Source: an optimization exercise on an open RTL-to-GDS flow (aim: small area, a short achievable clock period and few clock cycles). Production flows keep margins and buffers that such runs may drop.
The RTL was checked by simulation tests, not by an equivalence proof against the original design.
Power is estimated from default activity; no workload was simulated.

<file path="flow/config.mk">
export PLATFORM = sky130hd
export DESIGN_NAME = CPU
export DESIGN_NICKNAME = CPU
export VERILOG_FILES = /design/flow/design.v
export SDC_FILE = /design/flow/constraint.sdc
export NUM_CORES = 4
export LEC_CHECK = 0
export CAP_MARGIN = 20
export CORE_MARGIN = 2
export CORE_UTILIZATION = 35
export SLEW_MARGIN = 20
</file>
<file path="flow/constraint.sdc">
create_clock -name core_clock -period 8.0 [get_ports {clk}]
set_input_delay 1.6000 -clock core_clock [delete_from_list [all_inputs] [get_ports {clk}]]
set_output_delay 1.6000 -clock core_clock [all_outputs]
set_load 0.01 [all_outputs]
</file>
<file path="flow/design.v">
module programCounter (
  input   wire          clk,
  input   wire          reset,
  input         [31:0]  dataIn,
  output  wire  [31:0]  dataOut,
  input                 write,       
  input                 writeAdd,    
  input                 count        
);
    reg [31:0] programCounter;
    always @(posedge clk) begin
        if (reset) begin
            programCounter <= 0;
        end
        else if (write) begin
            programCounter <= writeAdd ? programCounter + $signed(dataIn) - 4 : dataIn;
        end
        else if (count) begin
            programCounter <= programCounter + 4;
        end
    end
    assign dataOut = programCounter;
endmodule
module registerBank (
    input  wire  clk,
    input  wire  reset, 
    output wire  [31:0]dataOut,   
    input        [31:0]dataIn,   
    input        [3:0]select,     
    input        write            
);
integer i;
reg [31:0] registers [0:15];  
always @(posedge clk ) begin
    if (reset) begin
        for (i = 0; i < 16; i = i + 1) begin
            registers[i] <= 0;
        end
    end
    if ((write == 1) && (select != 0)) begin
        registers[select] <= dataIn;
    end
end
assign dataOut = registers[select];
endmodule
module ALU (
  input     [3:0]   operation,
  input     [31:0]  A,
  input     [31:0]  B,
  output    [31:0]  Out
);
    parameter ADD = 4'h0;
    parameter SUB = 4'h1;
    parameter OR = 4'h2;
    parameter XOR = 4'h3;
    parameter AND = 4'h4;
    parameter LesserThanUnsigned = 4'h5;
    parameter LesserThanSigned = 4'h6;
    parameter ShiftRightUnsigned = 4'h7;
    parameter ShiftRightSigned = 4'h8;
    parameter ShiftLeftUnsigned = 4'h9;
    parameter ShiftLeftSigned = 4'hA;
    parameter GreaterThanOrEqualUnsigned = 4'hB;
    parameter GreaterThanOrEqualSigned = 4'hC;
    parameter Equal = 4'hD;
    parameter NotEqual = 4'hE;
    reg [31:0] result;
    integer i;
    always @(*) begin
        case (operation)
            ADD:  
                result = A + B;
            SUB: 
                result = A - B;
            OR: 
                result = A | B;
            XOR:
                result = A ^ B;
            AND:
                result = A & B;
            LesserThanUnsigned: 
                result = A < B;
            LesserThanSigned:
                result = $signed(A) < $signed(B);
            ShiftRightUnsigned:
                result = A >> (B % 32);
            ShiftRightSigned:
                result = $signed(A) >>> (B % 32);         
            ShiftLeftUnsigned:          
                result = A << (B % 32);                             
            ShiftLeftSigned:
                result = $signed(A) <<< (B % 32);          
            GreaterThanOrEqualUnsigned:
                result = A >= B;
            GreaterThanOrEqualSigned:
                result = $signed(A) >= $signed(B);
            Equal:  
                result = A == B;
            NotEqual:                   
                result = A != B;
            default:       
                result = 0;
        endcase
    end
    assign Out = result;
endmodule
module InstructionDecoder (
    input   wire          clk,
    input   wire          reset,
    input   wire  [31:0]  dataIn,
    output  reg   [31:0]  dataOut,
    output  reg   [31:0]  address,
    output  reg           busWriteEnable,      
    input   wire  [31:0]  pcDataOut,
    output  reg           pcWriteEnable,
    output  reg           pcWriteAdd,
    output  reg           pcCountEnable,
    output  reg   [31:0]  pcDataIn,
    output  reg   [31:0]  regIn,
    input   wire  [31:0]  regOut,
    output  reg   [3:0]   regNum,
    output  reg           regWriteEnable,
    input   wire  [31:0]   aluO,
    output  reg   [3:0]    aluOp,
    output  reg   [31:0]   aluX,
    output  reg   [31:0]   aluY
);
parameter ADD = 4'h0;
parameter SUB = 4'h1;
parameter OR = 4'h2;
parameter XOR = 4'h3;
parameter AND = 4'h4;
parameter LesserThanUnsigned = 4'h5;
parameter LesserThanSigned = 4'h6;
parameter ShiftRightUnsigned = 4'h7;
parameter ShiftRightSigned = 4'h8;
parameter ShiftLeftUnsigned = 4'h9;
parameter ShiftLeftSigned = 4'hA;
parameter GreaterThanOrEqualUnsigned = 4'hB;
parameter GreaterThanOrEqualSigned = 4'hC;
parameter Equal = 4'hD;
parameter NotEqual = 4'hE;
localparam ExceptionHandlerAddress = 32'h5E_F0DE0;
localparam Fetch0   = 4'h0;
localparam Fetch1   = 4'h1;
localparam Decode   = 4'h2;
localparam Execute0 = 4'h3;
localparam Execute1 = 4'h4;
localparam Execute2 = 4'h5;
localparam Execute3 = 4'h6;
localparam Execute4 = 4'h7;
localparam Execute5 = 4'h8;
reg   [3:0]  currentState;
wire  [6:0]  inputOpcode = dataIn[6:0];
wire  [2:0]  inputFunct3 = dataIn[14:12];
wire  [6:0]  inputFunct7 = dataIn[31:25];
wire  [4:0]  inputRd     = dataIn[11:7];
wire  [4:0]  inputRs1    = dataIn[19:15];
wire  [4:0]  inputRs2    = dataIn[24:20];                                                  
wire  [11:0] immTypeI    = dataIn[31:20];                                                  
wire  [11:0] immTypeS    = {dataIn[31:25], dataIn[11:7]};                                  
wire  [12:0] immTypeB    = {dataIn[31], dataIn[7], dataIn[30:25], dataIn[11:8], 1'b0};     
wire  [19:0] immTypeU    = dataIn[31:12];                                                  
wire  [19:0] immTypeJ    = {dataIn[31], dataIn[19:12], dataIn[20], dataIn[30:21], 1'b0};   
wire  [1:0]  inputByteOffset  = aluO[1:0];
wire  [1:0]  numberOfBytes    = funct3[1:0];
reg   [4:0]   rs1;
reg   [4:0]   rs2;
reg   [4:0]   rd;
reg   [31:0]  imm;
reg   [6:0]   opcode;
reg   [2:0]   funct3;
reg   [6:0]   funct7;
reg   [31:0]  tmpInstruction;  
always @(posedge clk) begin
    if (reset) begin
        currentState    <= Fetch0;
        rs1             <= 0;
        rs2             <= 0;
        rd              <= 0;
        imm             <= 0;
        opcode          <= 0;
        funct3          <= 0;
        funct7          <= 0;
        tmpInstruction  <= 0;
        dataOut         <= 0;
        address         <= 0;    
        busWriteEnable  <= 0;
        aluX            <= 0;
        aluY            <= 0;
        aluOp           <= 0;
        pcCountEnable   <= 0;
        pcWriteEnable   <= 0;
        pcDataIn        <= 0;
        pcWriteAdd      <= 0;
        regIn           <= 0;
        regNum          <= 0;
        regWriteEnable  <= 0;
    end
    else begin
        if (currentState == Fetch0) begin  
            busWriteEnable <= 0;
            regWriteEnable <= 0;
            pcWriteEnable  <= 0;
            pcWriteAdd     <= 0;
            address        <= pcDataOut;
            pcCountEnable  <= 1;
            currentState   <= Fetch1;
        end
        else if (currentState == Fetch1) begin
            pcCountEnable <= 0;
            currentState <= Decode;
        end
        else if (currentState == Decode) begin   
            tmpInstruction <= dataIn;
            opcode         <= inputOpcode;
            funct3         <= inputFunct3;
            funct7         <= inputFunct7;
            rd             <= inputRd;
            rs1            <= inputRs1;
            rs2            <= inputRs2;
            if (inputOpcode == 7'b0010011 || inputOpcode == 7'b1100111 || inputOpcode == 7'b0000011) begin   
                if (inputOpcode == 7'b0010011 && (inputFunct3 == 3'b001 || inputFunct3 == 3'b101)) begin  
                    imm <= immTypeI;
                end
                else begin  
                    imm <= { {20{immTypeI[11]}}, immTypeI[11:0] };
                end
            end
            else if (inputOpcode == 7'b0100011) begin
                imm <= { {20{immTypeS[11]}}, immTypeS[11:0] };
            end
            else if (inputOpcode == 7'b1100011) begin
                imm <= { {19{immTypeB[12]}}, immTypeB[12:0] };
            end
            else if (inputOpcode == 7'b0010111 || inputOpcode == 7'b0110111) begin
                imm <= { immTypeU[19:0], 12'b0 };
            end
            else if (inputOpcode == 7'b1101111) begin
                imm <= { {12{immTypeJ[19]}}, immTypeJ[19:0] };
            end
            currentState  <= Execute0;
        end
        else begin  
            if (opcode == 7'b0010011) begin  
                case (currentState)
                    Execute0: begin  
                        regNum <= rs1;
                        case (funct3)
                            0: aluOp <= ADD;
                            1: aluOp <= ShiftLeftUnsigned;
                            2: aluOp <= LesserThanSigned;
                            3: aluOp <= LesserThanUnsigned;
                            4: aluOp <= XOR;
                            5: aluOp <= imm[10] ? ShiftRightSigned : ShiftRightUnsigned;
                            6: aluOp <= OR;
                            7: aluOp <= AND;
                        endcase
                        aluY            <= funct3 == 5 ? {27'b0, imm[4:0]} : imm;
                        currentState    <= Execute1;
                    end
                    Execute1: begin  
                        aluX            <= regOut;
                        regNum          <= rd;
                        currentState    <= Execute2;
                    end
                    Execute2: begin  
                        regIn           <= aluO;
                        regWriteEnable  <= 1;
                        currentState    <= Fetch0;
                    end
                endcase
            end
            else if (opcode == 7'b0110011) begin  
                case (currentState)
                    Execute0: begin  
                        regNum <= rs1;
                        case (funct3)
                            0: aluOp <= funct7[5] ? SUB : ADD;
                            1: aluOp <= ShiftLeftUnsigned;
                            2: aluOp <= LesserThanSigned;
                            3: aluOp <= LesserThanUnsigned;
                            4: aluOp <= XOR;
                            5: aluOp <= funct7[5] ? ShiftRightSigned : ShiftRightUnsigned;
                            6: aluOp <= OR;
                            7: aluOp <= AND;
                        endcase
                        currentState <= Execute1;
                    end
                    Execute1: begin  
                        aluX            <= regOut;
                        regNum          <= rs2;
                        currentState    <= Execute2;
                    end
                    Execute2: begin  
                        aluY            <= regOut;
                        regNum          <= rd;
                        currentState    <= Execute3;
                    end
                    Execute3: begin  
                        regIn           <= aluO;
                        regWriteEnable  <= 1;
                        currentState    <= Fetch0;
                    end
                endcase
            end
            else if (opcode == 7'b1100011) begin  
                case (currentState)
                    Execute0: begin  
                        regNum <= rs1;
                        case (funct3)
                            0: aluOp <= Equal;
                            1: aluOp <= NotEqual;
                            4: aluOp <= LesserThanSigned;
                            5: aluOp <= GreaterThanOrEqualSigned;
                            6: aluOp <= LesserThanUnsigned;
                            7: aluOp <= GreaterThanOrEqualUnsigned;
                        endcase
                        currentState <= Execute1;
                    end
                    Execute1: begin  
                        aluX            <= regOut;
                        regNum          <= rs2;
                        currentState    <= Execute2;
                    end
                    Execute2: begin  
                        aluY            <= regOut;
                        currentState    <= Execute3;
                    end
                    Execute3: begin  
                        if (aluO[0]) begin
                            pcWriteEnable <= 1;
                            pcWriteAdd    <= 1;
                            pcDataIn      <= imm;
                        end
                        currentState <= Execute4;
                    end
                    Execute4: begin
                        pcWriteEnable <= 0;
                        pcWriteAdd    <= 0;
                        currentState  <= Fetch0;
                    end
                endcase
            end
            else if (opcode == 7'b0010111) begin  
                case (currentState)
                    Execute0: begin  
                        regNum          <= rd;
                        aluX            <= pcDataOut - 4;
                        aluY            <= imm;
                        aluOp           <= ADD;
                        currentState    <= Execute1;
                    end
                    Execute1: begin  
                        regIn           <= aluO;
                        regWriteEnable  <= 1;
                        currentState    <= Fetch0;
                    end
                endcase
            end
            else if (opcode == 7'b0110111) begin  
                case (currentState)
                    Execute0: begin  
                        regIn           <= imm;
                        regNum          <= rd;
                        regWriteEnable  <= 1;
                        currentState    <= Fetch0;
                    end
                endcase
            end
            else if (opcode == 7'b1101111) begin  
                case (currentState)
                    Execute0: begin
                        regNum          <= rd;           
                        regIn           <= pcDataOut;    
                        regWriteEnable  <= 1;            
                        aluX            <= pcDataOut-4;  
                        aluY            <= imm;          
                        aluOp           <= ADD;          
                        currentState    <= Execute1;
                    end
                    Execute1: begin
                        regWriteEnable  <= 0;          
                        pcDataIn        <= aluO;       
                        pcWriteEnable   <= 1;          
                        currentState    <= Execute2;
                    end
                    Execute2: begin
                        pcWriteEnable   <= 0;
                        currentState    <= Fetch0;
                    end
                endcase
            end
            else if (opcode == 7'b1100111) begin  
                case (currentState)
                    Execute0: begin
                        regNum          <= rs1;        
                        aluX            <= imm;        
                        aluOp           <= ADD;        
                        currentState    <= Execute1;
                    end
                    Execute1: begin
                        aluY            <= regOut;     
                        regNum          <= rd;         
                        regWriteEnable  <= 1;          
                        regIn           <= pcDataOut;  
                        currentState    <= Execute2;
                    end
                    Execute2: begin
                        regWriteEnable  <= 0;          
                        pcDataIn        <= aluO & ~1;  
                        pcWriteEnable   <= 1;          
                        currentState    <= Execute3;
                    end
                    Execute3: begin
                        pcWriteEnable   <= 0;
                        currentState    <= Fetch0;
                    end
                endcase
            end
            else if (opcode == 7'b0000011) begin  
                case (currentState)
                    Execute0: begin  
                        regNum        <= rs1;
                        aluX          <= imm;
                        aluOp         <= ADD;
                        currentState  <= Execute1;
                    end
                    Execute1: begin  
                        aluY          <= regOut;
                        regNum        <= rd;
                        currentState  <= Execute2;
                    end
                    Execute2: begin  
                        if ((inputByteOffset != 0 && numberOfBytes == 2) || (inputByteOffset == 3 && numberOfBytes == 1)) begin
                            currentState    <= Fetch0;
                            pcDataIn        <= ExceptionHandlerAddress;
                            regNum          <= 1;
                            regIn           <= pcDataOut - 4;
                            regWriteEnable  <= 1;
                            pcWriteEnable   <= 1;
                        end
                        else begin
                            address       <= {aluO[31:2], 2'b00};
                            currentState  <= Execute3;
                        end
                    end
                    Execute3: begin  
                        currentState  <= Execute4;
                    end
                    Execute4: begin  
                        case (inputByteOffset)
                            0: begin
                                case (numberOfBytes)
                                    0: regIn <= (funct3[2]) ? dataIn[7:0]  : { {24{dataIn[7]}},  dataIn[7:0]  };  
                                    1: regIn <= (funct3[2]) ? dataIn[15:0] : { {16{dataIn[15]}}, dataIn[15:0] };  
                                    2: regIn <= dataIn;                                                           
                                endcase
                            end
                            1: begin
                                case (numberOfBytes)
                                    0: regIn <= (funct3[2]) ? dataIn[15:8]  : { {24{dataIn[15]}},  dataIn[15:8]  };  
                                    1: regIn <= (funct3[2]) ? dataIn[23:8]  : { {16{dataIn[23]}},  dataIn[23:8]  };  
                                endcase
                            end
                            2: begin
                                case (numberOfBytes)
                                    0: regIn <= (funct3[2]) ? dataIn[23:16] : { {24{dataIn[23]}},  dataIn[23:16] };   
                                    1: regIn <= (funct3[2]) ? dataIn[31:16] : { {16{dataIn[31]}},  dataIn[31:16] };   
                                endcase
                            end
                            3: begin
                                regIn <= (funct3[2]) ? dataIn[31:24] : { {24{dataIn[31]}},  dataIn[31:24]  };    
                            end
                        endcase
                        regWriteEnable <= 1;
                        currentState <= Fetch0;
                    end
                endcase
            end
            else if (opcode == 7'b0100011) begin  
                case (currentState)  
                    Execute0: begin  
                        regNum          <= rs1;
                        aluX            <= imm;
                        aluOp           <= ADD;
                        currentState    <= Execute1;
                    end
                    Execute1: begin  
                        aluY            <= regOut;
                        regNum          <= rs2;
                        currentState    <= Execute2;
                    end
                    Execute2: begin  
                        if ((inputByteOffset != 0 && numberOfBytes == 2) || (inputByteOffset == 3 && numberOfBytes == 1)) begin
                            currentState    <= Fetch0;
                            pcDataIn        <= ExceptionHandlerAddress;
                            regNum          <= 1;
                            regIn           <= pcDataOut - 4;
                            regWriteEnable  <= 1;
                            pcWriteEnable   <= 1;
                        end
                        else begin
                            address <= {aluO[31:2], 2'b00};
                            currentState <= Execute3;
                        end
                    end
                    Execute3: begin  
                        currentState  <= Execute4;
                    end
                    Execute4: begin  
                        case (inputByteOffset)     
                            0: begin
                                case (numberOfBytes)   
                                    0: dataOut <= {dataIn[31:8], regOut[7:0]};     
                                    1: dataOut <= {dataIn[31:16], regOut[15:0]};   
                                    2: dataOut <= regOut;                          
                                endcase
                            end
                            1: begin
                                case (numberOfBytes)
                                    0: dataOut <= {dataIn[31:16], regOut[7:0], dataIn[7:0]};   
                                    1: dataOut <= {dataIn[31:24], regOut[15:0], dataIn[7:0]};  
                                endcase
                            end
                            2: begin
                                case (numberOfBytes)
                                    0: dataOut <= {dataIn[31:24], regOut[7:0], dataIn[15:0]};  
                                    1: dataOut <= {regOut[15:0], dataIn[15:0]};                
                                endcase
                            end
                            3: begin
                                dataOut <= {regOut[7:0], dataIn[23:0]};  
                            end
                        endcase
                        busWriteEnable <= 1;
                        currentState <= Fetch0;
                    end
                endcase
            end
        end
    end
end
endmodule
module CPU (
    input   wire          clk,
    input   wire          reset,
    input         [31:0]  dataIn,
    output  wire  [31:0]  dataOut,
    output  wire  [31:0]  address,
    output                busWriteEnable      
);
wire  [31:0]   pcDataOut;
wire  [31:0]   pcDataIn;
wire           pcWriteEnable;
wire           pcWriteAdd;
wire           pcCountEnable;
programCounter PC(.clk(clk), .reset(reset), .dataIn(pcDataIn), .dataOut(pcDataOut), .write(pcWriteEnable), .writeAdd(pcWriteAdd), .count(pcCountEnable));
wire  [31:0]  regIn;
wire  [31:0]  regOut;
wire  [3:0]   regNum;
wire          regWriteEnable;
registerBank registers(.clk(clk), .reset(reset), .dataIn(regIn), .dataOut(regOut), .select(regNum), .write(regWriteEnable));
wire  [3:0]   aluOp;
wire  [31:0]  aluX;
wire  [31:0]  aluY;
wire  [31:0]  aluO;
ALU alu(.operation(aluOp), .A(aluX), .B(aluY), .Out(aluO));
InstructionDecoder decoder(
    .clk(clk),
    .reset(reset),
    .dataIn(dataIn),
    .dataOut(dataOut),
    .address(address),
    .busWriteEnable(busWriteEnable),
    .pcDataOut(pcDataOut),
    .pcWriteEnable(pcWriteEnable),
    .pcWriteAdd(pcWriteAdd),
    .pcCountEnable(pcCountEnable),
    .pcDataIn(pcDataIn),
    .regIn(regIn),
    .regOut(regOut),
    .regNum(regNum),
    .regWriteEnable(regWriteEnable),
    .aluO(aluO),
    .aluOp(aluOp),
    .aluX(aluX),
    .aluY(aluY)
);
endmodule
</file>
<file path="flow/run.sh">
#!/bin/bash
# synth_recipe.tcl (not shown) runs the flow's synth.tcl, then flattens the netlist and writes it again
# the make line also repeats each setting of config.mk as NAME=value (left out here)
make -C /OpenROAD-flow-scripts/flow DESIGN_CONFIG=/design/flow/config.mk WORK_HOME=/design/flow/orfs CLKGATE_MAP_FILE= SYNTH_SCRIPT=/design/flow/synth_recipe.tcl finish
</file>
==> flow_summary_export.csv <==
group,metric,value,unit
synth,ys_seq_elements,812,
setup_path,startpoint_type,"flip-flop",
clock_network,cts_resized,0,
grt,antenna_found_initial,15,
clock_network,cts_buffers,90,
clock_network,cts_tree,"done",
routing,vias_per_cell,6.283,
synth,synthCells,5622,
job,drv_cap,0,
finish,drive_above_1_share,0.1195,
place,port_buffers,98,
routing,drc,0,
sta,min_period,6.274,ns
sta,finalSetupTns,0,ns
finish,area_delta_synth_final,11.87,%
power_and_ir_drop,p_leak,20.46,nW
clock_network,htreeDepth,3,
routing,ant_nets,0,
synth,yosys_warnings,4,
place,hpwl,159.7,mm
routing,wl,232.1,mm
clock_network,cts_hold_repair.buffers,0,
setup_path,r2r_slack,1.73,ns
finish,post-route-util,0.3942,
sta,max_freq,0.1594,GHz
routing,drt_pre_antenna_iters,9,
power_and_ir_drop,p_per_area,162.7,mW/mm2
routing,initialDrtViolationCount,6757,
floorplan,placementRows,142,
sta,finalMaxSlewViolations,0,
synth,syn_area,0.05285,mm2
synth,synth_top_area_share,0.2909,
synth,synth_seq_area_share,0.4046,
min_path,hold_class,"reg2reg",
synth,synth_area_leader_cell,"edfxtp_1",
place,gp_congestion,1.051,
synth,synth_edf_count,512,
synth,yosysUniqueCellTypes,109,
setup_path,path_max_fanout,55,
grt,grt_overflow_total,0,
finish,layout_common_cells,"512 x edfxtp_1, 463 x nand2_1, 462 x nor2_1, 431 x and2_1, 427 x a21oi_1",
clock_network,clk_latency,0.72,ns
synth,syn_avg_cell_area,9.400,um2
grt,grt_pass1_vias,45050,
routing,wire_per_inst,30.56,um
setup_path,endpoint_kind,"flip-flop",
finish,nNetsFinal,5700,
floorplan,dieArea,0.1541,mm2
grt,grt_usage,0.2936,
sta,slew_headroom,0.1888,
floorplan,die_h,392.6,um
clock_network,cts_buffer_depth,3,
floorplan,core,0.1500,mm2
clock_network,clockRootBuffer,"clkbuf_16",
synth,async_reset_ff_frac,0,
outcome,outcome,"no timing/DRC/antenna violations",
synth,synth_area_leaders,"edfxtp_1 29%, dfxtp_1 11%, mux4_2 8.9%",
floorplan,start_util,0.3524,
grt,grt_max_degree,122,
grt,grt_first_pass_wirelength,329.0,mm
power_and_ir_drop,finalPower,0.009620,W
clock_network,postCtsSetupBuffers,0,
setup_path,crit_required,8.61,ns
sta,worst_pin_slew,1.208,ns
synth,synthFlopType,"edfxtp_1",
setup_path,arrival,6.88,ns
clock_network,clkSlewWorstSetupHoldPaths,0.06,ns
sta,grt_setup_unrepaired,"no",
sta,hold_violations,0,
sta,fin_skew,0.03954,ns
power_and_ir_drop,max-vdd-ir-drop,180.9,uV
finish,layout.cells.most_common,"edfxtp_1",
floorplan,die-width,392.6,um
routing,vias,47730,
floorplan,ios,99,
sta,setup_viol_count_final,0,
sta,timing.final.crit_share,0.7843,
clock_network,clock-sinks,812,
setup_path,path_class,"reg2reg",
==> power breakdown <==
part / switching [W] / leakage (nW) / total, W / internal [W]
Combinational: 0.000512 / 11.3 / 0.000722 / 0.000210
Clock: 0.00186 / 1.48 / 0.00431 / 0.00245
Sequential: 0.0000395 / 7.69 / 0.00459 / 0.00455
==> stage by stage <==
stage / area, um2 / worst slack, ns / std cells / hold slack [ns]
floorplan: 52960 / 2.830 / 5653 / 0.4319
global placement: 56030 / 2.043 / 7422 / 0.4476
detailed placement: 56040 / 1.948 / 7422 / 0.4433
CTS: 59070 / 1.932 / 7588 / 0.4516
global route: 59100 / 1.417 / 7591 / 0.4669
finish: 59120 / 1.726 / 7597 / 0.4523
==> cell families after synthesis <==
group | Yosys count | share of synthesized area
simple gates | 1929 | 0.1813
compound gates | 1542 | 0.1891
flops | 812 | 0.4046
buf+inv | 739 | 0.05493
mux | 342 | 0.1151
fa+ha+maj | 167 | 0.03997
xor+xnor | 90 | 0.01492
other cells | 1 | 0.00007096
==> Yosys cell counts, types with 24 or more instances <==
master,count
nand3_1,101
mux4_2,210
nand4_1,24
nand2b_1,44
o22ai_1,61
or3_1,31
xnor2_1,76
a21o_1,41
a31oi_1,52
clkbuf_1,393
nor3_1,153
inv_1,230
dfxtp_1,300
a22oi_1,60
nor2_1,470
edfxtp_1,512
or2_2,32
o21ai_0,355
mux2i_1,108
nor4_1,70
nand2_1,463
buf_1,49
a211oi_1,93
ha_1,164
buf_2,45
a21oi_1,433
o221ai_1,32
o211ai_1,62
and2_1,430
a221oi_1,64
==> critical path: stages (launching register included) <==
cell and delay [ns]:
dfxtp_4 0.79, clkinv_1 0.55, fa_1 0.60, nor2b_1 0.17, o211ai_1 0.30, a211oi_1 0.20
or3_1 0.47, and3_1 0.39, o2bb2ai_1 0.37, nand3_2 0.20, buf_4 0.33, a31oi_1 0.71
o21a_1 0.66, a221oi_1 0.13, a211oi_1 0.27
==> layout make-up <==
type                    instances  area [um2]
fillers                     14900       90840
multi-input cells            4102       29030
flip-flops and latches        812       21400
well taps                    2016        2522
clock buffers                 117        2466
repair buffers                259        2227
inverters                     234       879.6
clock inverters                49       566.8
diodes                          8       20.02
==> layer usage <==
layer  global-route usage  up-vias  share of wire
met5                    0        -        0.00062
met4               0.1615       18          0.065
met3              0.07350      710           0.11
met2               0.4555     2938           0.44
met1               0.3741    23530           0.38
li1                     -    20540              -
==> sequential cells by signal, summed over array words and instances, names as in the netlist, 3 cells and up, named ones only <==
signal,cells
registers.registers,512
PC.programCounter,32
decoder.address,32
decoder.aluX,32
decoder.aluY,32
decoder.dataOut,32
decoder.imm,32
decoder.pcDataIn,32
decoder.regIn,32
decoder.opcode,7
decoder.aluOp,4
decoder.currentState,4
decoder.rd,4
decoder.regNum,4
decoder.rs1,4
decoder.rs2,4
decoder.funct3,3
==> path summary, 6_finish.rpt <==
kind,startpoint,end,depth (start not counted)
worst max-delay path,decoder.aluY[1]$_SDFFE_PP0P_,decoder.pcDataIn[30]$_SDFFE_PP0P_,14
worst min register to register,decoder.pcDataIn[19]$_SDFFE_PP0P_,decoder.pcDataIn[19]$_SDFFE_PP0P_,2
worst min-delay path,decoder.pcDataIn[19]$_SDFFE_PP0P_,decoder.pcDataIn[19]$_SDFFE_PP0P_,2
worst max register to register,decoder.aluY[1]$_SDFFE_PP0P_,decoder.pcDataIn[30]$_SDFFE_PP0P_,14
Testbench counts, summed over its fixed seeds: cycles 464,225.

==> what the ideal ports hide <==
No port has a modelled driver above. Below, the same layout with a new extraction and two added sets of constraints.
Step 1, drivers: a clkbuf_16 drives clk and a buf_2 each remaining input, both assumed.
Step 2 moves the port delays by t, midway between the first and last clock arrival at a register: inputs arrive t later, outputs are due t later. That takes back most of the time a late clock gives input paths.
Slacks: ideal ports / drivers / drivers and shift; pairs: ideal ports / drivers.
t (ns): 0.776
slack for setup (ns): 1.726 / 1.726 / 1.726
worst setup path after step 2: register to register
After both steps this run still meets setup and hold. For this run, drivers alone change the setup slack by 0.000 ns; drivers and shift together by 0.000 ns.
